This is an optimization exercise on Yosys and OpenROAD, whose aim is small area, not a production implementation.
Only simulation tests tie the RTL to the original design; equivalence was not proved.
Power is estimated from default activity; no workload was simulated.

## flow/design.v (module list and top-level ports; edited modules follow where they fit)
// module Instruction_Fetch_Unit: 31 lines
// module IF_AO22: 3 lines
// module IF_And2: 3 lines
// module Instruction_Decoder: 68 lines
// module Register_File_Unit: 60 lines
// module RF_Dec5: 3 lines
// module RF_En: 4 lines
// module RF_WMux: 3 lines
// module RF_Rd31: 12 lines
// module RF_Rd32: 17 lines
// module RF_Or11n: 7 lines
// module RF_Aoi222: 3 lines
// module RF_Nand2: 3 lines
// module RF_Nand3: 3 lines
// module RF_Nand4: 3 lines
// module RF_Or3: 3 lines
// module ALU_Unit: 40 lines
// module ALU_AO22: 3 lines
// module Mul32lo: 1005 lines
// module Rad4_Enc: 5 lines
// module Cell_FA: 3 lines
// module Cell_HAn: 4 lines
// module Cell_Xnor2: 3 lines
// module Cell_Aoi222: 3 lines
// module Add32: 187 lines
// module Add32c: 205 lines
// module ALU_Add32c: 207 lines
// module Add_HA: 3 lines
// module Add_AO21: 3 lines
// module Add_And2: 3 lines
// module Add_Xor2: 3 lines
// module FPU: 39 lines
// module FP_Gt31: 4 lines
// module FP_Sub8: 3 lines
// module FP_Mux2: 3 lines
// module FP_And2: 3 lines
// module FP_Shr24: 23 lines
// module FP_AddSub25: 5 lines
// module FP_Add24c: 152 lines
// module Branch_Control: 25 lines
// module Processor_Top: 77 lines
// module WB_Aoi222: 3 lines
// module WB_Nand2: 3 lines
module Processor_Top(
    input clock,
    input reset_n,
    output [31:0] instr_addr,
    input [31:0] instr_data,
    output dmem_we,
    output [31:0] dmem_wdata,
    input [31:0] dmem_rdata,
    output [31:0] alu_output,
    output [31:0] current_instruction,
    output [31:0] next_pc_value,
    output branch_active
);
  // ...
==> flow/run.sh <==
#!/bin/bash
# synth_recipe.tcl (not shown) runs the flow's synth.tcl, then flattens the netlist and writes it again
# the make line also repeats each setting of config.mk as NAME=value (left out here)
make -C /OpenROAD-flow-scripts/flow DESIGN_CONFIG=/design/flow/config.mk WORK_HOME=/design/flow/orfs CLKGATE_MAP_FILE= SYNTH_SCRIPT=/design/flow/synth_recipe.tcl finish
==> flow/config.mk <==
export PLATFORM = sky130hd
export DESIGN_NAME = Processor_Top
export DESIGN_NICKNAME = Processor_Top
export VERILOG_FILES = /design/flow/design.v
export SDC_FILE = /design/flow/constraint.sdc
export NUM_CORES = 8
export LEC_CHECK = 0
export CAP_MARGIN = 20
export CORE_MARGIN = 2
export CORE_UTILIZATION = 40
export CTS_BUF_LIST = sky130_fd_sc_hd__clkbuf_8
export CTS_CLUSTER_DIAMETER = 60
export CTS_CLUSTER_SIZE = 16
export SLEW_MARGIN = 20
export SYNTH_HIERARCHICAL = 1
==> flow/constraint.sdc <==
create_clock -name core_clock -period 25.0 [get_ports {clock}]
set_input_delay 5.0000 -clock core_clock [delete_from_list [all_inputs] [get_ports {clock}]]
set_output_delay 5.0000 -clock core_clock [all_outputs]
set_load 0.01 [all_outputs]
==> flow_metrics.tcl, run 1 <==
set metrics [dict create \
    status "timing/DRC/antenna clean" \
    antenna_found_initial 60 \
    fp.dieW_microns 525 \
    regArea_sq_um 51200 \
    largest_reg_flops 1024 \
    grt_max_degree 181 \
    track_usage_pct 40.3 \
    crit_end "alu_output[29]" \
    final_common_cell "a22o_1" \
    place.detailed.hpwl_microns 347000 \
    min_path_type "reg -> reg" \
    seq_cells 2046 \
    hold_buffers 0 \
    reg2reg_setup_slack_ns 11.06 \
    power_frac_comb_pct 22.1 \
    crit_path_frequent_cell "a21o_1" \
    p_sw_mw 2.56 \
    fin_cells 13200 \
    drt_wl_total_microns 582000 \
    grt-busiest-layer "met2" \
    placed_area_sq_um 119000 \
    switching_share_pct 34.7 \
    critPathMaxFanout 27 \
    postCtsResizedCells 0 \
    power_leader "sequential cells" \
    syn-instance-count 8717 \
    comb_power_mw 1.63 \
]
==> module Register_File_Unit, before the edit <==
module Register_File_Unit(
    input clock,
    input reset_n,
    input [4:0] rs, rt, rd,
    input int_we,
    input fp_we,
    input [31:0] wdata,
    output [31:0] rs_val,
    output [31:0] rt_val,
    output [31:0] fs_val,
    output [31:0] ft_val
);
    wire [31:0] sel_s, sel_t, sel_d;
    RF_Dec5 dec_s (.a(rs), .y(sel_s));
    RF_Dec5 dec_t (.a(rt), .y(sel_t));
    RF_Dec5 dec_d (.a(rd), .y(sel_d));
    wire [31:0] wd = wdata;
    reg [31:0] ir [1:31];
    reg [31:0] fr [0:31];
    wire [1023:0] ir_flat, fr_flat;
    assign ir_flat[31:0] = 32'd0;
    genvar g, b;
    generate
        for (g = 1; g < 32; g = g + 1) begin : gi
            wire en, enn;
            wire [31:0] nxt;
            RF_En we_i (.we(int_we), .sel(sel_d[g]), .en(en), .enn(enn));
            for (b = 0; b < 32; b = b + 1) begin : gb
                RF_WMux m (.q(ir[g][b]), .d(wd[b]), .en(en), .enn(enn), .y(nxt[b]));
            end
            always @(posedge clock or negedge reset_n)
                if (!reset_n) ir[g] <= (g == 29) ? 32'h80000000 : (g == 28) ? 32'h10008000 : 32'd0;
                else ir[g] <= nxt;
            assign ir_flat[32*g +: 32] = ir[g];
        end
        for (g = 0; g < 32; g = g + 1) begin : gf
            wire en, enn;
            wire [31:0] nxt;
            RF_En we_f (.we(fp_we), .sel(sel_d[g]), .en(en), .enn(enn));
            for (b = 0; b < 32; b = b + 1) begin : gb
                RF_WMux m (.q(fr[g][b]), .d(wd[b]), .en(en), .enn(enn), .y(nxt[b]));
            end
            always @(posedge clock or negedge reset_n)
                if (!reset_n) fr[g] <= 32'd0;
                else fr[g] <= nxt;
            assign fr_flat[32*g +: 32] = fr[g];
        end
        for (b = 0; b < 32; b = b + 1) begin : rdb
            wire [31:0] ci, cf;
            for (g = 0; g < 32; g = g + 1) begin : col
                assign ci[g] = ir_flat[32*g + b];
                assign cf[g] = fr_flat[32*g + b];
            end
            RF_Rd31 rp_s (.sel(sel_s), .d(ci), .y(rs_val[b]));
            RF_Rd31 rp_t (.sel(sel_t), .d(ci), .y(rt_val[b]));
            RF_Rd32 rp_fs (.sel(sel_s), .d(cf), .y(fs_val[b]));
            RF_Rd32 rp_ft (.sel(sel_t), .d(cf), .y(ft_val[b]));
        end
    endgenerate
endmodule
==> module RF_En, before the edit <==
module RF_En(input we, input sel, output en, output enn);
    assign en = we & sel;
    assign enn = ~en;
endmodule
==> module Processor_Top, before the edit <==
module Processor_Top(
    input clock,
    input reset_n,
    output [31:0] instr_addr,
    input [31:0] instr_data,
    output dmem_we,
    output [31:0] dmem_wdata,
    input [31:0] dmem_rdata,
    output [31:0] alu_output,
    output [31:0] current_instruction,
    output [31:0] next_pc_value,
    output branch_active
);
    wire [31:0] ins = instr_data;
    wire [4:0] rs = ins[25:21];
    wire [4:0] rt = ins[20:16];
    wire [4:0] rd = ins[15:11];
    wire [15:0] imm = ins[15:0];
    wire int_we, fp_we, use_imm, jump;
    wire w_mem, w_mfc1, w_mtc1, w_fpu, w_zero;
    wire c_add, c_sub, c_mul, c_and, c_or, c_nor, c_xor, c_slt, c_sltu, c_lui, c_sll, c_srl;
    wire fp_sub;
    wire [2:0] br_kind;
    Instruction_Decoder ID (
        .instr(ins),
        .int_we(int_we), .fp_we(fp_we), .use_imm(use_imm), .jump(jump),
        .w_mem(w_mem), .w_mfc1(w_mfc1), .w_mtc1(w_mtc1), .w_fpu(w_fpu), .w_zero(w_zero),
        .c_add(c_add), .c_sub(c_sub), .c_mul(c_mul), .c_and(c_and), .c_or(c_or),
        .c_nor(c_nor), .c_xor(c_xor), .c_slt(c_slt), .c_sltu(c_sltu), .c_lui(c_lui),
        .c_sll(c_sll), .c_srl(c_srl), .fp_sub(fp_sub), .store(dmem_we)
    );
    wire [31:0] rs_val, rt_val, fs_val, ft_val, wdata;
    Register_File_Unit RF (
        .clock(clock), .reset_n(reset_n),
        .rs(rs), .rt(rt), .rd(rd),
        .int_we(int_we), .fp_we(fp_we), .wdata(wdata),
        .rs_val(rs_val), .rt_val(rt_val), .fs_val(fs_val), .ft_val(ft_val)
    );
    wire lt_s, lt_u, eq;
    ALU_Unit ALU (
        .a(rs_val), .b(rt_val), .imm(imm), .use_imm(use_imm),
        .lt_s(lt_s), .lt_u(lt_u),
        .c_add(c_add), .c_sub(c_sub), .c_mul(c_mul), .c_and(c_and), .c_or(c_or),
        .c_nor(c_nor), .c_xor(c_xor), .c_slt(c_slt), .c_sltu(c_sltu), .c_lui(c_lui),
        .c_sll(c_sll), .c_srl(c_srl),
        .result(alu_output)
    );
    wire [31:0] fpu_y;
    FPU FP (.a(fs_val), .b(ft_val), .is_sub(fp_sub), .y(fpu_y));
    Branch_Control BC (
        .a(rs_val), .b(rt_val), .op(ins[31:26]),
        .lt_s(lt_s), .lt_u(lt_u), .taken(branch_active)
    );
    wire s_mem = w_mem & reset_n;
    wire s_mfc1 = w_mfc1 & reset_n;
    wire s_mtc1 = w_mtc1 & reset_n;
    wire s_fpu = w_fpu & reset_n;
    wire s_alu = ~(w_mem | w_mfc1 | w_mtc1 | w_fpu | w_zero) & reset_n;
    genvar i;
    generate
        for (i = 0; i < 32; i = i + 1) begin : wb
            wire g0, g1;
            WB_Aoi222 u0 (.a1(s_mem), .a2(dmem_rdata[i]), .b1(s_mfc1), .b2(fs_val[i]),
                          .c1(s_mtc1), .c2(rs_val[i]), .y(g0));
            WB_Aoi222 u1 (.a1(s_fpu), .a2(fpu_y[i]), .b1(s_alu), .b2(alu_output[i]),
                          .c1(1'b0), .c2(1'b0), .y(g1));
            WB_Nand2 u2 (.a(g0), .b(g1), .y(wdata[i]));
        end
    endgenerate
    assign dmem_wdata = rt_val;
    assign current_instruction = ins;
    Instruction_Fetch_Unit IFU (
        .clock(clock), .reset_n(reset_n),
        .take(branch_active | jump), .target(imm),
        .pc(instr_addr), .pc_plus4(next_pc_value)
    );
endmodule
==> inputs of run 2 (changes only) <==
--- a/flow/design.v
+++ b/flow/design.v
@@ -110,69 +110,78 @@
     input int_we,
     input fp_we,
     input [31:0] wdata,
     output [31:0] rs_val,
     output [31:0] rt_val,
     output [31:0] fs_val,
     output [31:0] ft_val
 );
+    wire rst = ~reset_n;
     wire [31:0] sel_s, sel_t, sel_d;
-    RF_Dec5 dec_s (.a(rs), .y(sel_s));
-    RF_Dec5 dec_t (.a(rt), .y(sel_t));
+    RF_Dec5E dec_s (.a(rs), .en(reset_n), .y(sel_s));
+    RF_Dec5E dec_t (.a(rt), .en(reset_n), .y(sel_t));
     RF_Dec5 dec_d (.a(rd), .y(sel_d));
-    wire [31:0] wd = wdata;
+    wire [31:0] rs_raw, rt_raw;
+    wire s28 = rst & (rs == 5'd28), s29 = rst & (rs == 5'd29);
+    wire t28 = rst & (rt == 5'd28), t29 = rst & (rt == 5'd29);
+    assign rs_val = rs_raw | {s29, 2'd0, s28, 12'd0, s28, 15'd0};
+    assign rt_val = rt_raw | {t29, 2'd0, t28, 12'd0, t28, 15'd0};
+    wire [31:0] wd = wdata;                 
+    wire [31:0] wd28 = wd | {3'd0, rst, 12'd0, rst, 15'd0};    
+    wire [31:0] wd29 = wd | {rst, 31'd0};                     
     reg [31:0] ir [1:31];
     reg [31:0] fr [0:31];
     wire [1023:0] ir_flat, fr_flat;
     assign ir_flat[31:0] = 32'd0;
     genvar g, b;
     generate
         for (g = 1; g < 32; g = g + 1) begin : gi
             wire en, enn;
             wire [31:0] nxt;
-            RF_En we_i (.we(int_we), .sel(sel_d[g]), .en(en), .enn(enn));
+            RF_En we_i (.rst(rst), .we(int_we), .sel(sel_d[g]), .en(en), .enn(enn));
             for (b = 0; b < 32; b = b + 1) begin : gb
-                RF_WMux m (.q(ir[g][b]), .d(wd[b]), .en(en), .enn(enn), .y(nxt[b]));
+                RF_WMux m (.q(ir[g][b]),
+                           .d((g == 29) ? wd29[b] : (g == 28) ? wd28[b] : wd[b]),
+                           .en(en), .enn(enn), .y(nxt[b]));
             end
-            always @(posedge clock or negedge reset_n)
-                if (!reset_n) ir[g] <= (g == 29) ? 32'h80000000 : (g == 28) ? 32'h10008000 : 32'd0;
-                else ir[g] <= nxt;
+            always @(posedge clock) ir[g] <= nxt;
             assign ir_flat[32*g +: 32] = ir[g];
         end
         for (g = 0; g < 32; g = g + 1) begin : gf
             wire en, enn;
             wire [31:0] nxt;
-            RF_En we_f (.we(fp_we), .sel(sel_d[g]), .en(en), .enn(enn));
+            RF_En we_f (.rst(rst), .we(fp_we), .sel(sel_d[g]), .en(en), .enn(enn));
             for (b = 0; b < 32; b = b + 1) begin : gb
                 RF_WMux m (.q(fr[g][b]), .d(wd[b]), .en(en), .enn(enn), .y(nxt[b]));
             end
-            always @(posedge clock or negedge reset_n)
-                if (!reset_n) fr[g] <= 32'd0;
-                else fr[g] <= nxt;
+            always @(posedge clock) fr[g] <= nxt;
             assign fr_flat[32*g +: 32] = fr[g];
         end
         for (b = 0; b < 32; b = b + 1) begin : rdb
             wire [31:0] ci, cf;
             for (g = 0; g < 32; g = g + 1) begin : col
                 assign ci[g] = ir_flat[32*g + b];
                 assign cf[g] = fr_flat[32*g + b];
             end
-            RF_Rd31 rp_s (.sel(sel_s), .d(ci), .y(rs_val[b]));
-            RF_Rd31 rp_t (.sel(sel_t), .d(ci), .y(rt_val[b]));
+            RF_Rd31 rp_s (.sel(sel_s), .d(ci), .y(rs_raw[b]));
+            RF_Rd31 rp_t (.sel(sel_t), .d(ci), .y(rt_raw[b]));
             RF_Rd32 rp_fs (.sel(sel_s), .d(cf), .y(fs_val[b]));
             RF_Rd32 rp_ft (.sel(sel_t), .d(cf), .y(ft_val[b]));
         end
     endgenerate
 endmodule
 module RF_Dec5(input [4:0] a, output [31:0] y);
     assign y = 32'd1 << a;
 endmodule
-module RF_En(input we, input sel, output en, output enn);
-    assign en = we & sel;
+module RF_Dec5E(input [4:0] a, input en, output [31:0] y);
+    assign y = {31'd0, en} << a;
+endmodule
+module RF_En(input rst, input we, input sel, output en, output enn);
+    assign en = rst | (we & sel);
     assign enn = ~en;
 endmodule
 module RF_WMux(input q, input d, input en, input enn, output y);
     assign y = (en & d) | (enn & q);
 endmodule
 module RF_Rd31(input [31:0] sel, input [31:0] d, output y);
     wire [10:0] g;
     genvar k;
@@ -268,17 +277,17 @@
     assign y = (a1 & a2) | (b1 & b2);
 endmodule
 module Mul32lo(input [31:0] x, input [31:0] y, output [31:0] p);
     wire [31:0] x3;
     Add32 x3add (.a(x), .b({x[30:0], 1'b0}), .s(x3));
     wire r0_1, r0_2, r0_3;
     Rad4_Enc re0 (.y1(y[1]), .y0(y[0]), .s1(r0_1), .s2(r0_2), .s3(r0_3));
     wire pn0_0;
-    Cell_Aoi222 g0_0 (.a1(r0_1), .a2(x[0]), .b1(r0_2), .b2(1'b0), .c1(r0_3), .c2(x3[0]), .y(pn0_0));
+    Cell_Nand2 g0_0 (.a(y[0]), .b(x[0]), .y(pn0_0));
     wire pn0_1;
     Cell_Aoi222 g0_1 (.a1(r0_1), .a2(x[1]), .b1(r0_2), .b2(x[0]), .c1(r0_3), .c2(x3[1]), .y(pn0_1));
     wire pn0_2;
     Cell_Aoi222 g0_2 (.a1(r0_1), .a2(x[2]), .b1(r0_2), .b2(x[1]), .c1(r0_3), .c2(x3[2]), .y(pn0_2));
     wire pn0_3;
     Cell_Aoi222 g0_3 (.a1(r0_1), .a2(x[3]), .b1(r0_2), .b2(x[2]), .c1(r0_3), .c2(x3[3]), .y(pn0_3));
     wire pn0_4;
     Cell_Aoi222 g0_4 (.a1(r0_1), .a2(x[4]), .b1(r0_2), .b2(x[3]), .c1(r0_3), .c2(x3[4]), .y(pn0_4));
@@ -334,17 +343,17 @@
     Cell_Aoi222 g0_29 (.a1(r0_1), .a2(x[29]), .b1(r0_2), .b2(x[28]), .c1(r0_3), .c2(x3[29]), .y(pn0_29));
     wire pn0_30;
     Cell_Aoi222 g0_30 (.a1(r0_1), .a2(x[30]), .b1(r0_2), .b2(x[29]), .c1(r0_3), .c2(x3[30]), .y(pn0_30));
     wire pn0_31;
     Cell_Aoi222 g0_31 (.a1(r0_1), .a2(x[31]), .b1(r0_2), .b2(x[30]), .c1(r0_3), .c2(x3[31]), .y(pn0_31));
     wire r1_1, r1_2, r1_3;
     Rad4_Enc re1 (.y1(y[3]), .y0(y[2]), .s1(r1_1), .s2(r1_2), .s3(r1_3));
     wire pn1_0;
-    Cell_Aoi222 g1_0 (.a1(r1_1), .a2(x[0]), .b1(r1_2), .b2(1'b0), .c1(r1_3), .c2(x3[0]), .y(pn1_0));
+    Cell_Nand2 g1_0 (.a(y[2]), .b(x[0]), .y(pn1_0));
     wire pn1_1;
     Cell_Aoi222 g1_1 (.a1(r1_1), .a2(x[1]), .b1(r1_2), .b2(x[0]), .c1(r1_3), .c2(x3[1]), .y(pn1_1));
     wire pn1_2;
     Cell_Aoi222 g1_2 (.a1(r1_1), .a2(x[2]), .b1(r1_2), .b2(x[1]), .c1(r1_3), .c2(x3[2]), .y(pn1_2));
     wire pn1_3;
     Cell_Aoi222 g1_3 (.a1(r1_1), .a2(x[3]), .b1(r1_2), .b2(x[2]), .c1(r1_3), .c2(x3[3]), .y(pn1_3));
     wire pn1_4;
     Cell_Aoi222 g1_4 (.a1(r1_1), .a2(x[4]), .b1(r1_2), .b2(x[3]), .c1(r1_3), .c2(x3[4]), .y(pn1_4));
@@ -396,17 +405,17 @@
     Cell_Aoi222 g1_27 (.a1(r1_1), .a2(x[27]), .b1(r1_2), .b2(x[26]), .c1(r1_3), .c2(x3[27]), .y(pn1_27));
     wire pn1_28;
     Cell_Aoi222 g1_28 (.a1(r1_1), .a2(x[28]), .b1(r1_2), .b2(x[27]), .c1(r1_3), .c2(x3[28]), .y(pn1_28));
     wire pn1_29;
     Cell_Aoi222 g1_29 (.a1(r1_1), .a2(x[29]), .b1(r1_2), .b2(x[28]), .c1(r1_3), .c2(x3[29]), .y(pn1_29));
     wire r2_1, r2_2, r2_3;
     Rad4_Enc re2 (.y1(y[5]), .y0(y[4]), .s1(r2_1), .s2(r2_2), .s3(r2_3));
     wire pn2_0;
-    Cell_Aoi222 g2_0 (.a1(r2_1), .a2(x[0]), .b1(r2_2), .b2(1'b0), .c1(r2_3), .c2(x3[0]), .y(pn2_0));
+    Cell_Nand2 g2_0 (.a(y[4]), .b(x[0]), .y(pn2_0));
     wire pn2_1;
     Cell_Aoi222 g2_1 (.a1(r2_1), .a2(x[1]), .b1(r2_2), .b2(x[0]), .c1(r2_3), .c2(x3[1]), .y(pn2_1));
     wire pn2_2;
     Cell_Aoi222 g2_2 (.a1(r2_1), .a2(x[2]), .b1(r2_2), .b2(x[1]), .c1(r2_3), .c2(x3[2]), .y(pn2_2));
     wire pn2_3;
     Cell_Aoi222 g2_3 (.a1(r2_1), .a2(x[3]), .b1(r2_2), .b2(x[2]), .c1(r2_3), .c2(x3[3]), .y(pn2_3));
     wire pn2_4;
     Cell_Aoi222 g2_4 (.a1(r2_1), .a2(x[4]), .b1(r2_2), .b2(x[3]), .c1(r2_3), .c2(x3[4]), .y(pn2_4));
@@ -454,17 +463,17 @@
     Cell_Aoi222 g2_25 (.a1(r2_1), .a2(x[25]), .b1(r2_2), .b2(x[24]), .c1(r2_3), .c2(x3[25]), .y(pn2_25));
     wire pn2_26;
     Cell_Aoi222 g2_26 (.a1(r2_1), .a2(x[26]), .b1(r2_2), .b2(x[25]), .c1(r2_3), .c2(x3[26]), .y(pn2_26));
     wire pn2_27;
     Cell_Aoi222 g2_27 (.a1(r2_1), .a2(x[27]), .b1(r2_2), .b2(x[26]), .c1(r2_3), .c2(x3[27]), .y(pn2_27));
     wire r3_1, r3_2, r3_3;
     Rad4_Enc re3 (.y1(y[7]), .y0(y[6]), .s1(r3_1), .s2(r3_2), .s3(r3_3));
     wire pn3_0;
-    Cell_Aoi222 g3_0 (.a1(r3_1), .a2(x[0]), .b1(r3_2), .b2(1'b0), .c1(r3_3), .c2(x3[0]), .y(pn3_0));
+    Cell_Nand2 g3_0 (.a(y[6]), .b(x[0]), .y(pn3_0));
     wire pn3_1;
     Cell_Aoi222 g3_1 (.a1(r3_1), .a2(x[1]), .b1(r3_2), .b2(x[0]), .c1(r3_3), .c2(x3[1]), .y(pn3_1));
     wire pn3_2;
     Cell_Aoi222 g3_2 (.a1(r3_1), .a2(x[2]), .b1(r3_2), .b2(x[1]), .c1(r3_3), .c2(x3[2]), .y(pn3_2));
     wire pn3_3;
     Cell_Aoi222 g3_3 (.a1(r3_1), .a2(x[3]), .b1(r3_2), .b2(x[2]), .c1(r3_3), .c2(x3[3]), .y(pn3_3));
     wire pn3_4;
     Cell_Aoi222 g3_4 (.a1(r3_1), .a2(x[4]), .b1(r3_2), .b2(x[3]), .c1(r3_3), .c2(x3[4]), .y(pn3_4));
@@ -508,17 +517,17 @@
     Cell_Aoi222 g3_23 (.a1(r3_1), .a2(x[23]), .b1(r3_2), .b2(x[22]), .c1(r3_3), .c2(x3[23]), .y(pn3_23));
     wire pn3_24;
     Cell_Aoi222 g3_24 (.a1(r3_1), .a2(x[24]), .b1(r3_2), .b2(x[23]), .c1(r3_3), .c2(x3[24]), .y(pn3_24));
     wire pn3_25;
     Cell_Aoi222 g3_25 (.a1(r3_1), .a2(x[25]), .b1(r3_2), .b2(x[24]), .c1(r3_3), .c2(x3[25]), .y(pn3_25));
     wire r4_1, r4_2, r4_3;
     Rad4_Enc re4 (.y1(y[9]), .y0(y[8]), .s1(r4_1), .s2(r4_2), .s3(r4_3));
     wire pn4_0;
-    Cell_Aoi222 g4_0 (.a1(r4_1), .a2(x[0]), .b1(r4_2), .b2(1'b0), .c1(r4_3), .c2(x3[0]), .y(pn4_0));
+    Cell_Nand2 g4_0 (.a(y[8]), .b(x[0]), .y(pn4_0));
     wire pn4_1;
     Cell_Aoi222 g4_1 (.a1(r4_1), .a2(x[1]), .b1(r4_2), .b2(x[0]), .c1(r4_3), .c2(x3[1]), .y(pn4_1));
     wire pn4_2;
     Cell_Aoi222 g4_2 (.a1(r4_1), .a2(x[2]), .b1(r4_2), .b2(x[1]), .c1(r4_3), .c2(x3[2]), .y(pn4_2));
     wire pn4_3;
     Cell_Aoi222 g4_3 (.a1(r4_1), .a2(x[3]), .b1(r4_2), .b2(x[2]), .c1(r4_3), .c2(x3[3]), .y(pn4_3));
     wire pn4_4;
     Cell_Aoi222 g4_4 (.a1(r4_1), .a2(x[4]), .b1(r4_2), .b2(x[3]), .c1(r4_3), .c2(x3[4]), .y(pn4_4));
@@ -558,17 +567,17 @@
     Cell_Aoi222 g4_21 (.a1(r4_1), .a2(x[21]), .b1(r4_2), .b2(x[20]), .c1(r4_3), .c2(x3[21]), .y(pn4_21));
     wire pn4_22;
     Cell_Aoi222 g4_22 (.a1(r4_1), .a2(x[22]), .b1(r4_2), .b2(x[21]), .c1(r4_3), .c2(x3[22]), .y(pn4_22));
     wire pn4_23;
     Cell_Aoi222 g4_23 (.a1(r4_1), .a2(x[23]), .b1(r4_2), .b2(x[22]), .c1(r4_3), .c2(x3[23]), .y(pn4_23));
     wire r5_1, r5_2, r5_3;
     Rad4_Enc re5 (.y1(y[11]), .y0(y[10]), .s1(r5_1), .s2(r5_2), .s3(r5_3));
     wire pn5_0;
-    Cell_Aoi222 g5_0 (.a1(r5_1), .a2(x[0]), .b1(r5_2), .b2(1'b0), .c1(r5_3), .c2(x3[0]), .y(pn5_0));
+    Cell_Nand2 g5_0 (.a(y[10]), .b(x[0]), .y(pn5_0));
     wire pn5_1;
     Cell_Aoi222 g5_1 (.a1(r5_1), .a2(x[1]), .b1(r5_2), .b2(x[0]), .c1(r5_3), .c2(x3[1]), .y(pn5_1));
     wire pn5_2;
     Cell_Aoi222 g5_2 (.a1(r5_1), .a2(x[2]), .b1(r5_2), .b2(x[1]), .c1(r5_3), .c2(x3[2]), .y(pn5_2));
     wire pn5_3;
     Cell_Aoi222 g5_3 (.a1(r5_1), .a2(x[3]), .b1(r5_2), .b2(x[2]), .c1(r5_3), .c2(x3[3]), .y(pn5_3));
     wire pn5_4;
     Cell_Aoi222 g5_4 (.a1(r5_1), .a2(x[4]), .b1(r5_2), .b2(x[3]), .c1(r5_3), .c2(x3[4]), .y(pn5_4));
@@ -604,17 +613,17 @@
     Cell_Aoi222 g5_19 (.a1(r5_1), .a2(x[19]), .b1(r5_2), .b2(x[18]), .c1(r5_3), .c2(x3[19]), .y(pn5_19));
     wire pn5_20;
     Cell_Aoi222 g5_20 (.a1(r5_1), .a2(x[20]), .b1(r5_2), .b2(x[19]), .c1(r5_3), .c2(x3[20]), .y(pn5_20));
     wire pn5_21;
     Cell_Aoi222 g5_21 (.a1(r5_1), .a2(x[21]), .b1(r5_2), .b2(x[20]), .c1(r5_3), .c2(x3[21]), .y(pn5_21));
     wire r6_1, r6_2, r6_3;
     Rad4_Enc re6 (.y1(y[13]), .y0(y[12]), .s1(r6_1), .s2(r6_2), .s3(r6_3));
     wire pn6_0;
-    Cell_Aoi222 g6_0 (.a1(r6_1), .a2(x[0]), .b1(r6_2), .b2(1'b0), .c1(r6_3), .c2(x3[0]), .y(pn6_0));
+    Cell_Nand2 g6_0 (.a(y[12]), .b(x[0]), .y(pn6_0));
     wire pn6_1;
     Cell_Aoi222 g6_1 (.a1(r6_1), .a2(x[1]), .b1(r6_2), .b2(x[0]), .c1(r6_3), .c2(x3[1]), .y(pn6_1));
     wire pn6_2;
     Cell_Aoi222 g6_2 (.a1(r6_1), .a2(x[2]), .b1(r6_2), .b2(x[1]), .c1(r6_3), .c2(x3[2]), .y(pn6_2));
     wire pn6_3;
     Cell_Aoi222 g6_3 (.a1(r6_1), .a2(x[3]), .b1(r6_2), .b2(x[2]), .c1(r6_3), .c2(x3[3]), .y(pn6_3));
     wire pn6_4;
     Cell_Aoi222 g6_4 (.a1(r6_1), .a2(x[4]), .b1(r6_2), .b2(x[3]), .c1(r6_3), .c2(x3[4]), .y(pn6_4));
@@ -646,17 +655,17 @@
     Cell_Aoi222 g6_17 (.a1(r6_1), .a2(x[17]), .b1(r6_2), .b2(x[16]), .c1(r6_3), .c2(x3[17]), .y(pn6_17));
     wire pn6_18;
     Cell_Aoi222 g6_18 (.a1(r6_1), .a2(x[18]), .b1(r6_2), .b2(x[17]), .c1(r6_3), .c2(x3[18]), .y(pn6_18));
     wire pn6_19;
     Cell_Aoi222 g6_19 (.a1(r6_1), .a2(x[19]), .b1(r6_2), .b2(x[18]), .c1(r6_3), .c2(x3[19]), .y(pn6_19));
     wire r7_1, r7_2, r7_3;
     Rad4_Enc re7 (.y1(y[15]), .y0(y[14]), .s1(r7_1), .s2(r7_2), .s3(r7_3));
     wire pn7_0;
-    Cell_Aoi222 g7_0 (.a1(r7_1), .a2(x[0]), .b1(r7_2), .b2(1'b0), .c1(r7_3), .c2(x3[0]), .y(pn7_0));
+    Cell_Nand2 g7_0 (.a(y[14]), .b(x[0]), .y(pn7_0));
     wire pn7_1;
     Cell_Aoi222 g7_1 (.a1(r7_1), .a2(x[1]), .b1(r7_2), .b2(x[0]), .c1(r7_3), .c2(x3[1]), .y(pn7_1));
     wire pn7_2;
     Cell_Aoi222 g7_2 (.a1(r7_1), .a2(x[2]), .b1(r7_2), .b2(x[1]), .c1(r7_3), .c2(x3[2]), .y(pn7_2));
     wire pn7_3;
     Cell_Aoi222 g7_3 (.a1(r7_1), .a2(x[3]), .b1(r7_2), .b2(x[2]), .c1(r7_3), .c2(x3[3]), .y(pn7_3));
     wire pn7_4;
     Cell_Aoi222 g7_4 (.a1(r7_1), .a2(x[4]), .b1(r7_2), .b2(x[3]), .c1(r7_3), .c2(x3[4]), .y(pn7_4));
@@ -684,17 +693,17 @@
     Cell_Aoi222 g7_15 (.a1(r7_1), .a2(x[15]), .b1(r7_2), .b2(x[14]), .c1(r7_3), .c2(x3[15]), .y(pn7_15));
     wire pn7_16;
     Cell_Aoi222 g7_16 (.a1(r7_1), .a2(x[16]), .b1(r7_2), .b2(x[15]), .c1(r7_3), .c2(x3[16]), .y(pn7_16));
     wire pn7_17;
     Cell_Aoi222 g7_17 (.a1(r7_1), .a2(x[17]), .b1(r7_2), .b2(x[16]), .c1(r7_3), .c2(x3[17]), .y(pn7_17));
     wire r8_1, r8_2, r8_3;
     Rad4_Enc re8 (.y1(y[17]), .y0(y[16]), .s1(r8_1), .s2(r8_2), .s3(r8_3));
     wire pn8_0;
-    Cell_Aoi222 g8_0 (.a1(r8_1), .a2(x[0]), .b1(r8_2), .b2(1'b0), .c1(r8_3), .c2(x3[0]), .y(pn8_0));
+    Cell_Nand2 g8_0 (.a(y[16]), .b(x[0]), .y(pn8_0));
     wire pn8_1;
     Cell_Aoi222 g8_1 (.a1(r8_1), .a2(x[1]), .b1(r8_2), .b2(x[0]), .c1(r8_3), .c2(x3[1]), .y(pn8_1));
     wire pn8_2;
     Cell_Aoi222 g8_2 (.a1(r8_1), .a2(x[2]), .b1(r8_2), .b2(x[1]), .c1(r8_3), .c2(x3[2]), .y(pn8_2));
     wire pn8_3;
     Cell_Aoi222 g8_3 (.a1(r8_1), .a2(x[3]), .b1(r8_2), .b2(x[2]), .c1(r8_3), .c2(x3[3]), .y(pn8_3));
     wire pn8_4;
     Cell_Aoi222 g8_4 (.a1(r8_1), .a2(x[4]), .b1(r8_2), .b2(x[3]), .c1(r8_3), .c2(x3[4]), .y(pn8_4));
@@ -718,17 +727,17 @@
     Cell_Aoi222 g8_13 (.a1(r8_1), .a2(x[13]), .b1(r8_2), .b2(x[12]), .c1(r8_3), .c2(x3[13]), .y(pn8_13));
     wire pn8_14;
     Cell_Aoi222 g8_14 (.a1(r8_1), .a2(x[14]), .b1(r8_2), .b2(x[13]), .c1(r8_3), .c2(x3[14]), .y(pn8_14));
     wire pn8_15;
     Cell_Aoi222 g8_15 (.a1(r8_1), .a2(x[15]), .b1(r8_2), .b2(x[14]), .c1(r8_3), .c2(x3[15]), .y(pn8_15));
     wire r9_1, r9_2, r9_3;
     Rad4_Enc re9 (.y1(y[19]), .y0(y[18]), .s1(r9_1), .s2(r9_2), .s3(r9_3));
     wire pn9_0;
-    Cell_Aoi222 g9_0 (.a1(r9_1), .a2(x[0]), .b1(r9_2), .b2(1'b0), .c1(r9_3), .c2(x3[0]), .y(pn9_0));
+    Cell_Nand2 g9_0 (.a(y[18]), .b(x[0]), .y(pn9_0));
     wire pn9_1;
     Cell_Aoi222 g9_1 (.a1(r9_1), .a2(x[1]), .b1(r9_2), .b2(x[0]), .c1(r9_3), .c2(x3[1]), .y(pn9_1));
     wire pn9_2;
     Cell_Aoi222 g9_2 (.a1(r9_1), .a2(x[2]), .b1(r9_2), .b2(x[1]), .c1(r9_3), .c2(x3[2]), .y(pn9_2));
     wire pn9_3;
     Cell_Aoi222 g9_3 (.a1(r9_1), .a2(x[3]), .b1(r9_2), .b2(x[2]), .c1(r9_3), .c2(x3[3]), .y(pn9_3));
     wire pn9_4;
     Cell_Aoi222 g9_4 (.a1(r9_1), .a2(x[4]), .b1(r9_2), .b2(x[3]), .c1(r9_3), .c2(x3[4]), .y(pn9_4));
@@ -748,17 +757,17 @@
     Cell_Aoi222 g9_11 (.a1(r9_1), .a2(x[11]), .b1(r9_2), .b2(x[10]), .c1(r9_3), .c2(x3[11]), .y(pn9_11));
     wire pn9_12;
     Cell_Aoi222 g9_12 (.a1(r9_1), .a2(x[12]), .b1(r9_2), .b2(x[11]), .c1(r9_3), .c2(x3[12]), .y(pn9_12));
     wire pn9_13;
     Cell_Aoi222 g9_13 (.a1(r9_1), .a2(x[13]), .b1(r9_2), .b2(x[12]), .c1(r9_3), .c2(x3[13]), .y(pn9_13));
     wire r10_1, r10_2, r10_3;
     Rad4_Enc re10 (.y1(y[21]), .y0(y[20]), .s1(r10_1), .s2(r10_2), .s3(r10_3));
     wire pn10_0;
-    Cell_Aoi222 g10_0 (.a1(r10_1), .a2(x[0]), .b1(r10_2), .b2(1'b0), .c1(r10_3), .c2(x3[0]), .y(pn10_0));
+    Cell_Nand2 g10_0 (.a(y[20]), .b(x[0]), .y(pn10_0));
     wire pn10_1;
     Cell_Aoi222 g10_1 (.a1(r10_1), .a2(x[1]), .b1(r10_2), .b2(x[0]), .c1(r10_3), .c2(x3[1]), .y(pn10_1));
     wire pn10_2;
     Cell_Aoi222 g10_2 (.a1(r10_1), .a2(x[2]), .b1(r10_2), .b2(x[1]), .c1(r10_3), .c2(x3[2]), .y(pn10_2));
     wire pn10_3;
     Cell_Aoi222 g10_3 (.a1(r10_1), .a2(x[3]), .b1(r10_2), .b2(x[2]), .c1(r10_3), .c2(x3[3]), .y(pn10_3));
     wire pn10_4;
     Cell_Aoi222 g10_4 (.a1(r10_1), .a2(x[4]), .b1(r10_2), .b2(x[3]), .c1(r10_3), .c2(x3[4]), .y(pn10_4));
@@ -774,17 +783,17 @@
     Cell_Aoi222 g10_9 (.a1(r10_1), .a2(x[9]), .b1(r10_2), .b2(x[8]), .c1(r10_3), .c2(x3[9]), .y(pn10_9));
     wire pn10_10;
     Cell_Aoi222 g10_10 (.a1(r10_1), .a2(x[10]), .b1(r10_2), .b2(x[9]), .c1(r10_3), .c2(x3[10]), .y(pn10_10));
     wire pn10_11;
     Cell_Aoi222 g10_11 (.a1(r10_1), .a2(x[11]), .b1(r10_2), .b2(x[10]), .c1(r10_3), .c2(x3[11]), .y(pn10_11));
     wire r11_1, r11_2, r11_3;
     Rad4_Enc re11 (.y1(y[23]), .y0(y[22]), .s1(r11_1), .s2(r11_2), .s3(r11_3));
     wire pn11_0;
-    Cell_Aoi222 g11_0 (.a1(r11_1), .a2(x[0]), .b1(r11_2), .b2(1'b0), .c1(r11_3), .c2(x3[0]), .y(pn11_0));
+    Cell_Nand2 g11_0 (.a(y[22]), .b(x[0]), .y(pn11_0));
     wire pn11_1;
     Cell_Aoi222 g11_1 (.a1(r11_1), .a2(x[1]), .b1(r11_2), .b2(x[0]), .c1(r11_3), .c2(x3[1]), .y(pn11_1));
     wire pn11_2;
     Cell_Aoi222 g11_2 (.a1(r11_1), .a2(x[2]), .b1(r11_2), .b2(x[1]), .c1(r11_3), .c2(x3[2]), .y(pn11_2));
     wire pn11_3;
     Cell_Aoi222 g11_3 (.a1(r11_1), .a2(x[3]), .b1(r11_2), .b2(x[2]), .c1(r11_3), .c2(x3[3]), .y(pn11_3));
     wire pn11_4;
     Cell_Aoi222 g11_4 (.a1(r11_1), .a2(x[4]), .b1(r11_2), .b2(x[3]), .c1(r11_3), .c2(x3[4]), .y(pn11_4));
@@ -796,17 +805,17 @@
     Cell_Aoi222 g11_7 (.a1(r11_1), .a2(x[7]), .b1(r11_2), .b2(x[6]), .c1(r11_3), .c2(x3[7]), .y(pn11_7));
     wire pn11_8;
     Cell_Aoi222 g11_8 (.a1(r11_1), .a2(x[8]), .b1(r11_2), .b2(x[7]), .c1(r11_3), .c2(x3[8]), .y(pn11_8));
     wire pn11_9;
     Cell_Aoi222 g11_9 (.a1(r11_1), .a2(x[9]), .b1(r11_2), .b2(x[8]), .c1(r11_3), .c2(x3[9]), .y(pn11_9));
     wire r12_1, r12_2, r12_3;
     Rad4_Enc re12 (.y1(y[25]), .y0(y[24]), .s1(r12_1), .s2(r12_2), .s3(r12_3));
     wire pn12_0;
-    Cell_Aoi222 g12_0 (.a1(r12_1), .a2(x[0]), .b1(r12_2), .b2(1'b0), .c1(r12_3), .c2(x3[0]), .y(pn12_0));
+    Cell_Nand2 g12_0 (.a(y[24]), .b(x[0]), .y(pn12_0));
     wire pn12_1;
     Cell_Aoi222 g12_1 (.a1(r12_1), .a2(x[1]), .b1(r12_2), .b2(x[0]), .c1(r12_3), .c2(x3[1]), .y(pn12_1));
     wire pn12_2;
     Cell_Aoi222 g12_2 (.a1(r12_1), .a2(x[2]), .b1(r12_2), .b2(x[1]), .c1(r12_3), .c2(x3[2]), .y(pn12_2));
     wire pn12_3;
     Cell_Aoi222 g12_3 (.a1(r12_1), .a2(x[3]), .b1(r12_2), .b2(x[2]), .c1(r12_3), .c2(x3[3]), .y(pn12_3));
     wire pn12_4;
     Cell_Aoi222 g12_4 (.a1(r12_1), .a2(x[4]), .b1(r12_2), .b2(x[3]), .c1(r12_3), .c2(x3[4]), .y(pn12_4));
@@ -814,99 +823,106 @@
     Cell_Aoi222 g12_5 (.a1(r12_1), .a2(x[5]), .b1(r12_2), .b2(x[4]), .c1(r12_3), .c2(x3[5]), .y(pn12_5));
     wire pn12_6;
     Cell_Aoi222 g12_6 (.a1(r12_1), .a2(x[6]), .b1(r12_2), .b2(x[5]), .c1(r12_3), .c2(x3[6]), .y(pn12_6));
     wire pn12_7;
     Cell_Aoi222 g12_7 (.a1(r12_1), .a2(x[7]), .b1(r12_2), .b2(x[6]), .c1(r12_3), .c2(x3[7]), .y(pn12_7));
     wire r13_1, r13_2, r13_3;
     Rad4_Enc re13 (.y1(y[27]), .y0(y[26]), .s1(r13_1), .s2(r13_2), .s3(r13_3));
     wire pn13_0;
-    Cell_Aoi222 g13_0 (.a1(r13_1), .a2(x[0]), .b1(r13_2), .b2(1'b0), .c1(r13_3), .c2(x3[0]), .y(pn13_0));
+    Cell_Nand2 g13_0 (.a(y[26]), .b(x[0]), .y(pn13_0));
     wire pn13_1;
     Cell_Aoi222 g13_1 (.a1(r13_1), .a2(x[1]), .b1(r13_2), .b2(x[0]), .c1(r13_3), .c2(x3[1]), .y(pn13_1));
     wire pn13_2;
     Cell_Aoi222 g13_2 (.a1(r13_1), .a2(x[2]), .b1(r13_2), .b2(x[1]), .c1(r13_3), .c2(x3[2]), .y(pn13_2));
     wire pn13_3;
     Cell_Aoi222 g13_3 (.a1(r13_1), .a2(x[3]), .b1(r13_2), .b2(x[2]), .c1(r13_3), .c2(x3[3]), .y(pn13_3));
     wire pn13_4;
     Cell_Aoi222 g13_4 (.a1(r13_1), .a2(x[4]), .b1(r13_2), .b2(x[3]), .c1(r13_3), .c2(x3[4]), .y(pn13_4));
     wire pn13_5;
     Cell_Aoi222 g13_5 (.a1(r13_1), .a2(x[5]), .b1(r13_2), .b2(x[4]), .c1(r13_3), .c2(x3[5]), .y(pn13_5));
     wire r14_1, r14_2, r14_3;
     Rad4_Enc re14 (.y1(y[29]), .y0(y[28]), .s1(r14_1), .s2(r14_2), .s3(r14_3));
     wire pn14_0;
-    Cell_Aoi222 g14_0 (.a1(r14_1), .a2(x[0]), .b1(r14_2), .b2(1'b0), .c1(r14_3), .c2(x3[0]), .y(pn14_0));
+    Cell_Nand2 g14_0 (.a(y[28]), .b(x[0]), .y(pn14_0));
     wire pn14_1;
     Cell_Aoi222 g14_1 (.a1(r14_1), .a2(x[1]), .b1(r14_2), .b2(x[0]), .c1(r14_3), .c2(x3[1]), .y(pn14_1));
     wire pn14_2;
     Cell_Aoi222 g14_2 (.a1(r14_1), .a2(x[2]), .b1(r14_2), .b2(x[1]), .c1(r14_3), .c2(x3[2]), .y(pn14_2));
     wire pn14_3;
     Cell_Aoi222 g14_3 (.a1(r14_1), .a2(x[3]), .b1(r14_2), .b2(x[2]), .c1(r14_3), .c2(x3[3]), .y(pn14_3));
     wire r15_1, r15_2, r15_3;
     Rad4_Enc re15 (.y1(y[31]), .y0(y[30]), .s1(r15_1), .s2(r15_2), .s3(r15_3));
     wire pn15_0;
-    Cell_Aoi222 g15_0 (.a1(r15_1), .a2(x[0]), .b1(r15_2), .b2(1'b0), .c1(r15_3), .c2(x3[0]), .y(pn15_0));
+    Cell_Nand2 g15_0 (.a(y[30]), .b(x[0]), .y(pn15_0));
     wire pn15_1;
     Cell_Aoi222 g15_1 (.a1(r15_1), .a2(x[1]), .b1(r15_2), .b2(x[0]), .c1(r15_3), .c2(x3[1]), .y(pn15_1));
     wire s1, c2;
-    Cell_FA ha2 (.a(pn0_26), .b(pn1_24), .c(1'b1), .s(s1), .co(c2));    
+    Cell_Xnor2 ha2 (.a(pn0_26), .b(pn1_24), .y(s1));    
+    Cell_Or2 hb2 (.a(pn0_26), .b(pn1_24), .y(c2));
     wire s3, c4;
     Cell_FA fa4 (.a(pn0_27), .b(pn1_25), .c(pn2_23), .s(s3), .co(c4));
     wire s5, c6;
     Cell_FA fa6 (.a(pn0_28), .b(pn1_26), .c(pn2_24), .s(s5), .co(c6));
     wire s7, c8;
-    Cell_FA ha8 (.a(pn3_22), .b(pn4_20), .c(1'b1), .s(s7), .co(c8));    
+    Cell_Xnor2 ha8 (.a(pn3_22), .b(pn4_20), .y(s7));    
+    Cell_Or2 hb8 (.a(pn3_22), .b(pn4_20), .y(c8));
     wire s9, c10;
     Cell_FA fa10 (.a(pn0_29), .b(pn1_27), .c(pn2_25), .s(s9), .co(c10));
     wire s11, c12;
     Cell_FA fa12 (.a(pn3_23), .b(pn4_21), .c(pn5_19), .s(s11), .co(c12));
     wire s13, c14;
     Cell_FA fa14 (.a(pn0_30), .b(pn1_28), .c(pn2_26), .s(s13), .co(c14));
     wire s15, c16;
     Cell_FA fa16 (.a(pn3_24), .b(pn4_22), .c(pn5_20), .s(s15), .co(c16));
     wire s17, c18;
-    Cell_FA ha18 (.a(pn6_18), .b(pn7_16), .c(1'b1), .s(s17), .co(c18));    
+    Cell_Xnor2 ha18 (.a(pn6_18), .b(pn7_16), .y(s17));    
+    Cell_Or2 hb18 (.a(pn6_18), .b(pn7_16), .y(c18));
     wire s19, c20;    
     Cell_FA fa20 (.a(pn0_31), .b(pn1_29), .c(pn2_27), .s(s19), .co(c20));
     wire s21, c22;    
     Cell_FA fa22 (.a(pn3_25), .b(pn4_23), .c(pn5_21), .s(s21), .co(c22));
     wire s23, c24;    
     Cell_FA fa24 (.a(pn6_19), .b(pn7_17), .c(pn8_15), .s(s23), .co(c24));
     wire s25, c26;
-    Cell_FA ha26 (.a(pn0_18), .b(pn1_16), .c(1'b1), .s(s25), .co(c26));    
+    Cell_Xnor2 ha26 (.a(pn0_18), .b(pn1_16), .y(s25));    
+    Cell_Or2 hb26 (.a(pn0_18), .b(pn1_16), .y(c26));
     wire s27, c28;
     Cell_FA fa28 (.a(pn0_19), .b(pn1_17), .c(pn2_15), .s(s27), .co(c28));
     wire s29, c30;
     Cell_FA fa30 (.a(pn0_20), .b(pn1_18), .c(pn2_16), .s(s29), .co(c30));
     wire s31, c32;
-    Cell_FA ha32 (.a(pn3_14), .b(pn4_12), .c(1'b1), .s(s31), .co(c32));    
+    Cell_Xnor2 ha32 (.a(pn3_14), .b(pn4_12), .y(s31));    
+    Cell_Or2 hb32 (.a(pn3_14), .b(pn4_12), .y(c32));
     wire s33, c34;
     Cell_FA fa34 (.a(pn0_21), .b(pn1_19), .c(pn2_17), .s(s33), .co(c34));
     wire s35, c36;
     Cell_FA fa36 (.a(pn3_15), .b(pn4_13), .c(pn5_11), .s(s35), .co(c36));
     wire s37, c38;
     Cell_FA fa38 (.a(pn0_22), .b(pn1_20), .c(pn2_18), .s(s37), .co(c38));
     wire s39, c40;
     Cell_FA fa40 (.a(pn3_16), .b(pn4_14), .c(pn5_12), .s(s39), .co(c40));
     wire s41, c42;
-    Cell_FA ha42 (.a(pn6_10), .b(pn7_8), .c(1'b1), .s(s41), .co(c42));    
+    Cell_Xnor2 ha42 (.a(pn6_10), .b(pn7_8), .y(s41));    
+    Cell_Or2 hb42 (.a(pn6_10), .b(pn7_8), .y(c42));
     wire s43, c44;
     Cell_FA fa44 (.a(pn0_23), .b(pn1_21), .c(pn2_19), .s(s43), .co(c44));
     wire s45, c46;
     Cell_FA fa46 (.a(pn3_17), .b(pn4_15), .c(pn5_13), .s(s45), .co(c46));
     wire s47, c48;
     Cell_FA fa48 (.a(pn6_11), .b(pn7_9), .c(pn8_7), .s(s47), .co(c48));
     wire s49, c50;
     Cell_FA fa50 (.a(pn0_24), .b(pn1_22), .c(pn2_20), .s(s49), .co(c50));
     wire s51, c52;
     Cell_FA fa52 (.a(pn3_18), .b(pn4_16), .c(pn5_14), .s(s51), .co(c52));
     wire s53, c54;
     Cell_FA fa54 (.a(pn6_12), .b(pn7_10), .c(pn8_8), .s(s53), .co(c54));
     wire s55, c56;
-    Cell_FA ha56 (.a(pn9_6), .b(pn10_4), .c(1'b1), .s(s55), .co(c56));    
+    Cell_Xnor2 ha56 (.a(pn9_6), .b(pn10_4), .y(s55));    
+    Cell_Or2 hb56 (.a(pn9_6), .b(pn10_4), .y(c56));
     wire s57, c58;
     Cell_FA fa58 (.a(pn0_25), .b(pn1_23), .c(pn2_21), .s(s57), .co(c58));
     wire s59, c60;
     Cell_FA fa60 (.a(pn3_19), .b(pn4_17), .c(pn5_15), .s(s59), .co(c60));
     wire s61, c62;
     Cell_FA fa62 (.a(pn6_13), .b(pn7_11), .c(pn8_9), .s(s61), .co(c62));
     wire s63, c64;
     Cell_FA fa64 (.a(pn9_7), .b(pn10_5), .c(pn11_3), .s(s63), .co(c64));
@@ -954,33 +970,36 @@
     Cell_FA fa106 (.a(pn9_13), .b(pn10_11), .c(pn11_9), .s(s105), .co(c106));
     wire s107, c108;    
     Cell_FA fa108 (.a(pn12_7), .b(pn13_5), .c(pn14_3), .s(s107), .co(c108));
     wire s109, c110;    
     Cell_FA fa110 (.a(pn15_1), .b(c14), .c(c16), .s(s109), .co(c110));
     wire s111, c112;    
     Cell_FA fa112 (.a(c18), .b(s19), .c(s21), .s(s111), .co(c112));
     wire s113, c114;
-    Cell_FA ha114 (.a(pn0_12), .b(pn1_10), .c(1'b1), .s(s113), .co(c114));    
+    Cell_Xnor2 ha114 (.a(pn0_12), .b(pn1_10), .y(s113));    
+    Cell_Or2 hb114 (.a(pn0_12), .b(pn1_10), .y(c114));
     wire s115, c116;
     Cell_FA fa116 (.a(pn0_13), .b(pn1_11), .c(pn2_9), .s(s115), .co(c116));
     wire s117, c118;
     Cell_FA fa118 (.a(pn0_14), .b(pn1_12), .c(pn2_10), .s(s117), .co(c118));
     wire s119, c120;
-    Cell_FA ha120 (.a(pn3_8), .b(pn4_6), .c(1'b1), .s(s119), .co(c120));    
+    Cell_Xnor2 ha120 (.a(pn3_8), .b(pn4_6), .y(s119));    
+    Cell_Or2 hb120 (.a(pn3_8), .b(pn4_6), .y(c120));
     wire s121, c122;
     Cell_FA fa122 (.a(pn0_15), .b(pn1_13), .c(pn2_11), .s(s121), .co(c122));
     wire s123, c124;
     Cell_FA fa124 (.a(pn3_9), .b(pn4_7), .c(pn5_5), .s(s123), .co(c124));
     wire s125, c126;
     Cell_FA fa126 (.a(pn0_16), .b(pn1_14), .c(pn2_12), .s(s125), .co(c126));
     wire s127, c128;
     Cell_FA fa128 (.a(pn3_10), .b(pn4_8), .c(pn5_6), .s(s127), .co(c128));
     wire s129, c130;
-    Cell_FA ha130 (.a(pn6_4), .b(pn7_2), .c(1'b1), .s(s129), .co(c130));    
+    Cell_Xnor2 ha130 (.a(pn6_4), .b(pn7_2), .y(s129));    
+    Cell_Or2 hb130 (.a(pn6_4), .b(pn7_2), .y(c130));
     wire s131, c132;
     Cell_FA fa132 (.a(pn0_17), .b(pn1_15), .c(pn2_13), .s(s131), .co(c132));
     wire s133, c134;
     Cell_FA fa134 (.a(pn3_11), .b(pn4_9), .c(pn5_7), .s(s133), .co(c134));
     wire s135, c136;
     Cell_FA fa136 (.a(pn6_5), .b(pn7_3), .c(pn8_1), .s(s135), .co(c136));
     wire s137, c138;
     Cell_FA fa138 (.a(pn2_14), .b(pn3_12), .c(pn4_10), .s(s137), .co(c138));
@@ -1062,23 +1081,25 @@
     Cell_FA fa214 (.a(s99), .b(s101), .c(s103), .s(s213), .co(c214));
     wire s215, c216;    
     Cell_FA fa216 (.a(s23), .b(c98), .c(c100), .s(s215), .co(c216));
     wire s217, c218;    
     Cell_FA fa218 (.a(c102), .b(c104), .c(s105), .s(s217), .co(c218));
     wire s219, c220;    
     Cell_FA fa220 (.a(s107), .b(s109), .c(s111), .s(s219), .co(c220));
     wire s221, c222;
-    Cell_FA ha222 (.a(pn0_8), .b(pn1_6), .c(1'b1), .s(s221), .co(c222));    
+    Cell_Xnor2 ha222 (.a(pn0_8), .b(pn1_6), .y(s221));    
+    Cell_Or2 hb222 (.a(pn0_8), .b(pn1_6), .y(c222));
     wire s223, c224;
     Cell_FA fa224 (.a(pn0_9), .b(pn1_7), .c(pn2_5), .s(s223), .co(c224));
     wire s225, c226;
     Cell_FA fa226 (.a(pn0_10), .b(pn1_8), .c(pn2_6), .s(s225), .co(c226));
     wire s227, c228;
-    Cell_FA ha228 (.a(pn3_4), .b(pn4_2), .c(1'b1), .s(s227), .co(c228));    
+    Cell_Xnor2 ha228 (.a(pn3_4), .b(pn4_2), .y(s227));    
+    Cell_Or2 hb228 (.a(pn3_4), .b(pn4_2), .y(c228));
     wire s229, c230;
     Cell_FA fa230 (.a(pn0_11), .b(pn1_9), .c(pn2_7), .s(s229), .co(c230));
     wire s231, c232;
     Cell_FA fa232 (.a(pn3_5), .b(pn4_3), .c(pn5_1), .s(s231), .co(c232));
     wire s233, c234;
     Cell_FA fa234 (.a(pn2_8), .b(pn3_6), .c(pn4_4), .s(s233), .co(c234));
     wire s235, c236;
     Cell_FA fa236 (.a(pn5_2), .b(pn6_0), .c(s113), .s(s235), .co(c236));
@@ -1154,17 +1175,18 @@
     Cell_FA fa306 (.a(c204), .b(c206), .c(c208), .s(s305), .co(c306));
     wire s307, c308;
     Cell_FA fa308 (.a(s209), .b(s211), .c(s213), .s(s307), .co(c308));
     wire s309, c310;    
     Cell_FA fa310 (.a(c210), .b(c212), .c(c214), .s(s309), .co(c310));
     wire s311, c312;    
     Cell_FA fa312 (.a(s215), .b(s217), .c(s219), .s(s311), .co(c312));
     wire s313, c314;
-    Cell_FA ha314 (.a(pn0_6), .b(pn1_4), .c(1'b1), .s(s313), .co(c314));    
+    Cell_Xnor2 ha314 (.a(pn0_6), .b(pn1_4), .y(s313));    
+    Cell_Or2 hb314 (.a(pn0_6), .b(pn1_4), .y(c314));
     wire s315, c316;
     Cell_FA fa316 (.a(pn0_7), .b(pn1_5), .c(pn2_3), .s(s315), .co(c316));
     wire s317, c318;
     Cell_FA fa318 (.a(pn2_4), .b(pn3_2), .c(pn4_0), .s(s317), .co(c318));
     wire s319, c320;
     Cell_FA fa320 (.a(pn3_3), .b(pn4_1), .c(c222), .s(s319), .co(c320));
     wire s321, c322;
     Cell_FA fa322 (.a(pn5_0), .b(c224), .c(s225), .s(s321), .co(c322));
@@ -1206,17 +1228,18 @@
     Cell_FA fa358 (.a(c294), .b(c296), .c(s297), .s(s357), .co(c358));
     wire s359, c360;
     Cell_FA fa360 (.a(c298), .b(c300), .c(s301), .s(s359), .co(c360));
     wire s361, c362;
     Cell_FA fa362 (.a(c302), .b(c304), .c(s305), .s(s361), .co(c362));
     wire s363, c364;    
     Cell_FA fa364 (.a(c306), .b(c308), .c(s309), .s(s363), .co(c364));
     wire s365, c366;
-    Cell_FA ha366 (.a(pn0_4), .b(pn1_2), .c(1'b1), .s(s365), .co(c366));    
+    Cell_Xnor2 ha366 (.a(pn0_4), .b(pn1_2), .y(s365));    
+    Cell_Or2 hb366 (.a(pn0_4), .b(pn1_2), .y(c366));
     wire s367, c368;
     Cell_FA fa368 (.a(pn0_5), .b(pn1_3), .c(pn2_1), .s(s367), .co(c368));
     wire s369, c370;
     Cell_FA fa370 (.a(pn2_2), .b(pn3_0), .c(s313), .s(s369), .co(c370));
     wire s371, c372;
     Cell_FA fa372 (.a(pn3_1), .b(c314), .c(s315), .s(s371), .co(c372));
     wire s373, c374;
     Cell_FA fa374 (.a(s221), .b(c316), .c(s317), .s(s373), .co(c374));
@@ -1275,23 +1298,25 @@
 module Rad4_Enc(input y1, input y0, output s1, output s2, output s3);
     assign s1 = y0 & ~y1;
     assign s2 = ~y0 & y1;
     assign s3 = y0 & y1;
 endmodule
 module Cell_FA(input a, input b, input c, output s, output co);
     assign {co, s} = a + b + c;
 endmodule
-module Cell_HAn(input a, input b, output s, output co);
-    assign s = ~(a ^ b);
-    assign co = a | b;
-endmodule
 module Cell_Xnor2(input a, input b, output y);
     assign y = ~(a ^ b);
 endmodule
+module Cell_Or2(input a, input b, output y);
+    assign y = a | b;
+endmodule
+module Cell_Nand2(input a, input b, output y);
+    assign y = ~(a & b);
+endmodule
 module Cell_Aoi222(input a1, input a2, input b1, input b2, input c1, input c2, output y);
     assign y = ~((a1 & a2) | (b1 & b2) | (c1 & c2));
 endmodule
 module Add32(input [31:0] a, input [31:0] b, output [31:0] s);
     wire [31:0] p0, g0;
     genvar i;
     generate for (i = 0; i < 32; i = i + 1) begin : pg
         Add_HA u (.a(a[i]), .b(b[i]), .s(p0[i]), .co(g0[i]));
@@ -2217,27 +2242,29 @@
     wire s_fpu = w_fpu & reset_n;
     wire s_alu = ~(w_mem | w_mfc1 | w_mtc1 | w_fpu | w_zero) & reset_n;
     genvar i;
     generate
         for (i = 0; i < 32; i = i + 1) begin : wb
             wire g0, g1;
             WB_Aoi222 u0 (.a1(s_mem), .a2(dmem_rdata[i]), .b1(s_mfc1), .b2(fs_val[i]),
                           .c1(s_mtc1), .c2(rs_val[i]), .y(g0));
-            WB_Aoi222 u1 (.a1(s_fpu), .a2(fpu_y[i]), .b1(s_alu), .b2(alu_output[i]),
-                          .c1(1'b0), .c2(1'b0), .y(g1));
+            WB_Aoi22 u1 (.a1(s_fpu), .a2(fpu_y[i]), .b1(s_alu), .b2(alu_output[i]), .y(g1));
             WB_Nand2 u2 (.a(g0), .b(g1), .y(wdata[i]));
         end
     endgenerate
     assign dmem_wdata = rt_val;
     assign current_instruction = ins;
     Instruction_Fetch_Unit IFU (
         .clock(clock), .reset_n(reset_n),
         .take(branch_active | jump), .target(imm),
         .pc(instr_addr), .pc_plus4(next_pc_value)
     );
 endmodule
 module WB_Aoi222(input a1, input a2, input b1, input b2, input c1, input c2, output y);
     assign y = ~((a1 & a2) | (b1 & b2) | (c1 & c2));
 endmodule
+module WB_Aoi22(input a1, input a2, input b1, input b2, output y);
+    assign y = ~((a1 & a2) | (b1 & b2));
+endmodule
 module WB_Nand2(input a, input b, output y);
     assign y = ~(a & b);
 endmodule
==> flow/flow/run.sh (new file) <==
#!/bin/bash
# Own layout flow: the standard flow (standard.sh, with its standard
# synthesis unchanged) with two layout settings changed:
#  - output ports are buffered with sky130_fd_sc_hd__buf_1 cells (they drive
#    only the port load); input ports get sky130_fd_sc_hd__buf_2 cells,
#    inserted right after global placement by flow/post_gp.tcl. Every port
#    still gets a buffer.
#  - the clock tree is built from clkbuf_8 cells in clusters of at most 16
#    sinks within 60 um, without dummy loads.
# Each tool's full log is in orfs/logs/ as the standard flow writes it; make's
# own output goes to flow_make.log in this folder.
set -euo pipefail
export BUFFER_PORTS_ARGS="-outputs -buffer_cell sky130_fd_sc_hd__buf_1"
export POST_GLOBAL_PLACE_TCL="$(pwd)/flow/post_gp.tcl"
export CTS_ARGS="-sink_clustering_enable -repair_clock_nets -dont_use_dummy_load -sink_clustering_size 16 -sink_clustering_max_diameter 60 -buf_list sky130_fd_sc_hd__clkbuf_8"
bash standard.sh > flow_make.log 2>&1
==> flow/flow/post_gp.tcl (new file) <==
# Sourced by the standard flow after global placement (POST_GLOBAL_PLACE_TCL):
# the outputs got their port buffers before global placement; here every
# input port gets its buffer, a sky130_fd_sc_hd__buf_2 (the resizer's repair
# that follows sizes up or adds buffers where a port's fanout needs more).
buffer_ports -inputs -buffer_cell sky130_fd_sc_hd__buf_2
==> flow/standard.sh (new file) <==
#!/bin/bash
# synth_recipe.tcl (not shown) runs the flow's synth.tcl, then flattens the netlist and writes it again
# the make line also repeats each setting of config.mk as NAME=value (left out here)
make -C /OpenROAD-flow-scripts/flow DESIGN_CONFIG=/design/flow/config.mk WORK_HOME=/design/flow/orfs CLKGATE_MAP_FILE= SYNTH_SCRIPT=/design/flow/synth_recipe.tcl "${@:-finish}"
removed: flow/run.sh
==> run 2 against run 1 <==
  * Still clean on timing, DRC and antenna
  * Setup slack gained 1.1 ns
  * Die area fell by 8.6%
  * Combinational power shrank about 50%
  * Critical path depth up 4
  * Global-route usage rose by 0.63 points
  * Hold slack lost 0.030 ns
  * Register-to-register slack got worse by 0.18 ns
  * Largest power group unchanged
  * Highest routed layer unchanged
==> flow_metrics.tcl, run 2 <==
set metrics [dict create \
    status "timing/DRC/antenna clean" \
    fp.dieW_microns 502 \
    end_kind "output pin" \
    crit_arrival_ns 17.09 \
    final_cell_mix "2,270 x a22o_1, 2,016 x dfxtp_1, 1,583 x a222oi_1" \
    cp_top_family "compound AO/OA/AOI/OAI gates" \
    cts_sinks 2046 \
    setup_violations 0 \
    vdd_drop_max_uv 49.6 \
    final_common_cell "a22o_1" \
    worst_setup_path_start_kind "primary input" \
    dr.pass1.iters 22 \
    min_to "RF.ir[31][23]$_DFF_P_" \
    power_density_nw_per_um2 54.2 \
    place_inst 12500 \
    routed_via_density 8.23 \
    switching_share_pct 30.5 \
    rsz0062_at_grt "no" \
    required_ns 20.00 \
    reg2reg_depth 40 \
    hold_viol_final 0 \
    fillerInstances 23100 \
    syn-instance-count 8803 \
    cts_root_buf "clkbuf_8" \
    cpMaxStageDelayCell "buf_4" \
    min_period_ns 22.09 \
    final_antenna_net_count 0 \
    power_mw 5.94 \
    clkLatencyLatePin_ns 1.08 \
    min_path_type "reg -> reg" \
    drv_cap 0 \
    postCtsResizedCells 0 \
    pwr-share-clk_pct 28.6 \
    seqPwrFrac_pct 57.7 \
    yosysWarnings 15 \
    drt_wl_total_microns 544000 \
    reg2reg_from "RF.fr[15][8]$_DFF_P_" \
    syn_area_per_cell_sq_um 11.3 \
    hold_depth 1 \
    worst_pin_slew_ns 1.30 \
    cts.clk_slew.worst_paths_ns 0.06 \
    dieArea_sq_um 252000 \
    crit_path_frequent_cell "a21o_1" \
    finalSetupTns_ns 0 \
    area_delta_synth_final_pct 10.5 \
    avgRoutedWirePerCell_microns 42.8 \
    drive_above_1_share_pct 9.17 \
    overflow 0 \
    crit_path_max_incr_delay_ns 0.69 \
    crit_buf_inv 6 \
    largest_reg_flops 1024 \
    numCtsBuffers 159 \
    rows 182 \
    hold_buffers 0 \
    fin_cells 12700 \
    portBuffers 223 \
    cts_setup_buffers 0 \
    fin_skew_ns 0.139 \
    worst_slack_ns 2.91 \
    min_from "RF.ir[31][23]$_DFF_P_" \
    place.detailed.hpwl_microns 323000 \
    die_h_microns 502 \
    grt_max_degree 87 \
    slew_viol_final 0 \
    tritoncts "yes" \
    start_util_pct 40.3 \
    clock_path_buffers 3 \
    reg2reg_setup_slack_ns 10.88 \
    num_vias 105000 \
    top_regs "RF.fr: 1024 flops, RF.ir: 992 flops, IFU.pc_q: 30 flops" \
    finalCritPeriodShare_pct 88.4 \
    route.detailed.drc 0 \
    intPower_mw 4.13 \
    power_frac_comb_pct 13.7 \
    p_sw_mw 1.81 \
    p_leak_nw 40.3 \
    fin_nets 9855 \
    antenna_found_initial 55 \
    pre_cts_slack_ns 3.34 \
    r2r_end "RF.fr[15][3]$_DFF_P_" \
    grt_pass1_vias 97300 \
    htreeDepth 4 \
    slew_headroom_pct 13.6 \
    core-area_sq_um 246000 \
    largest_register "RF.fr" \
    io_pins 228 \
    finalCoreUtilization_pct 44.5 \
    track_usage_pct 41.0 \
    fmax_mhz 45.3 \
    critPathMaxFanout 36 \
    grt_pass1_wl_microns 752000 \
    first_iter_violations 27400 \
    worst-setup-path-type "in -> out" \
    syn_area_sq_um 99300 \
]
-- run 2: worst max-delay path by stage --
stage | from | end | slack [ns] | depth (start not counted)
6_report | reset_n | alu_output[1] | 2.91 | 37
5_1_grt | reset_n | alu_output[1] | 2.81 | 37
4_1_cts | reset_n | alu_output[1] | 3.33 | 36
3_5_place_dp | reset_n | alu_output[1] | 3.34 | 36
3_3_place_gp | instr_data[17] | alu_output[0] | 3.77 | 36
2_1_floorplan | instr_data[30] | alu_output[1] | 2.89 | 36
-- run 2: layer usage --
| layer | wire [microns] | track usage (%) | vias up |
|---|---|---|---|
| met1 | 188000 | 50.7 | 50900 |
| met5 | 222 | 0.270 | - |
| met2 | 208000 | 55.1 | 10700 |
| met3 | 92200 | 17.0 | 2621 |
| met4 | 55000 | 33.1 | 26 |
| li1 | - | - | 40400 |
-- run 2: layout make-up --
cell class / instances / area [sq um] / share of cell area, %
diodes: 49 / 123 / 0.112
clock buffers: 159 / 2190 / 2.00
inverters: 124 / 473 / 0.431
multi-input cells: 6473 / 57900 / 52.8
flip-flops and latches: 2046 / 41100 / 37.5
well taps: 3312 / 4140 / 3.78
repair buffers: 566 / 3670 / 3.35
-- run 2: through the flow --
stage               hold slack [ns]  cell area [sq um]
floorplan                     0.460              99300
global placement              0.472             107000
detailed placement            0.475             107000
CTS                           0.500             109000
global route                  0.515             110000
finish                        0.500             110000
-- run 2: power groups by stage --
stage / clock network, mW / registers, mW / logic (mW)
after floorplan: 0 / 3.48 / 0.412
after global placement: 0 / 3.50 / 0.728
after detailed placement: 0 / 3.50 / 0.766
after CTS: 1.68 / 3.43 / 0.769
after global routing: 1.79 / 3.44 / 0.822
final: 1.70 / 3.43 / 0.814

## port drivers added, routing unchanged
How much do the figures lean on ideal ports? The routed layouts below were timed once more, with nothing changed but the port constraints.
Step 1 sets driving cells, clkbuf_16 on the clock port and buf_2 on the other inputs (assumed; they add their load-dependent delay and slew).
Step 2 also shifts input and output timing later by t, the mid clock arrival at the registers, as if the neighbouring blocks saw the same clock.
Three values: no drivers, after step 1, after step 2; two values: the first two.
| run | t, ns | setup slack, ns | hold WS [ns] | worst setup path after step 2 | worst register clock-pin slew, ns |
|---|---|---|---|---|---|
| run 1 | 1.193 | 1.786 / 1.762 / 1.762 | 0.530 / 0.530 / 0.530 | input to output | 0.12 / 0.12 |
| run 2 | 1.093 | 2.910 / 2.886 / 2.886 | 0.500 / 0.500 / 0.500 | input to output | 0.11 / 0.11 |
After both steps setup and hold are still met in every run listed.
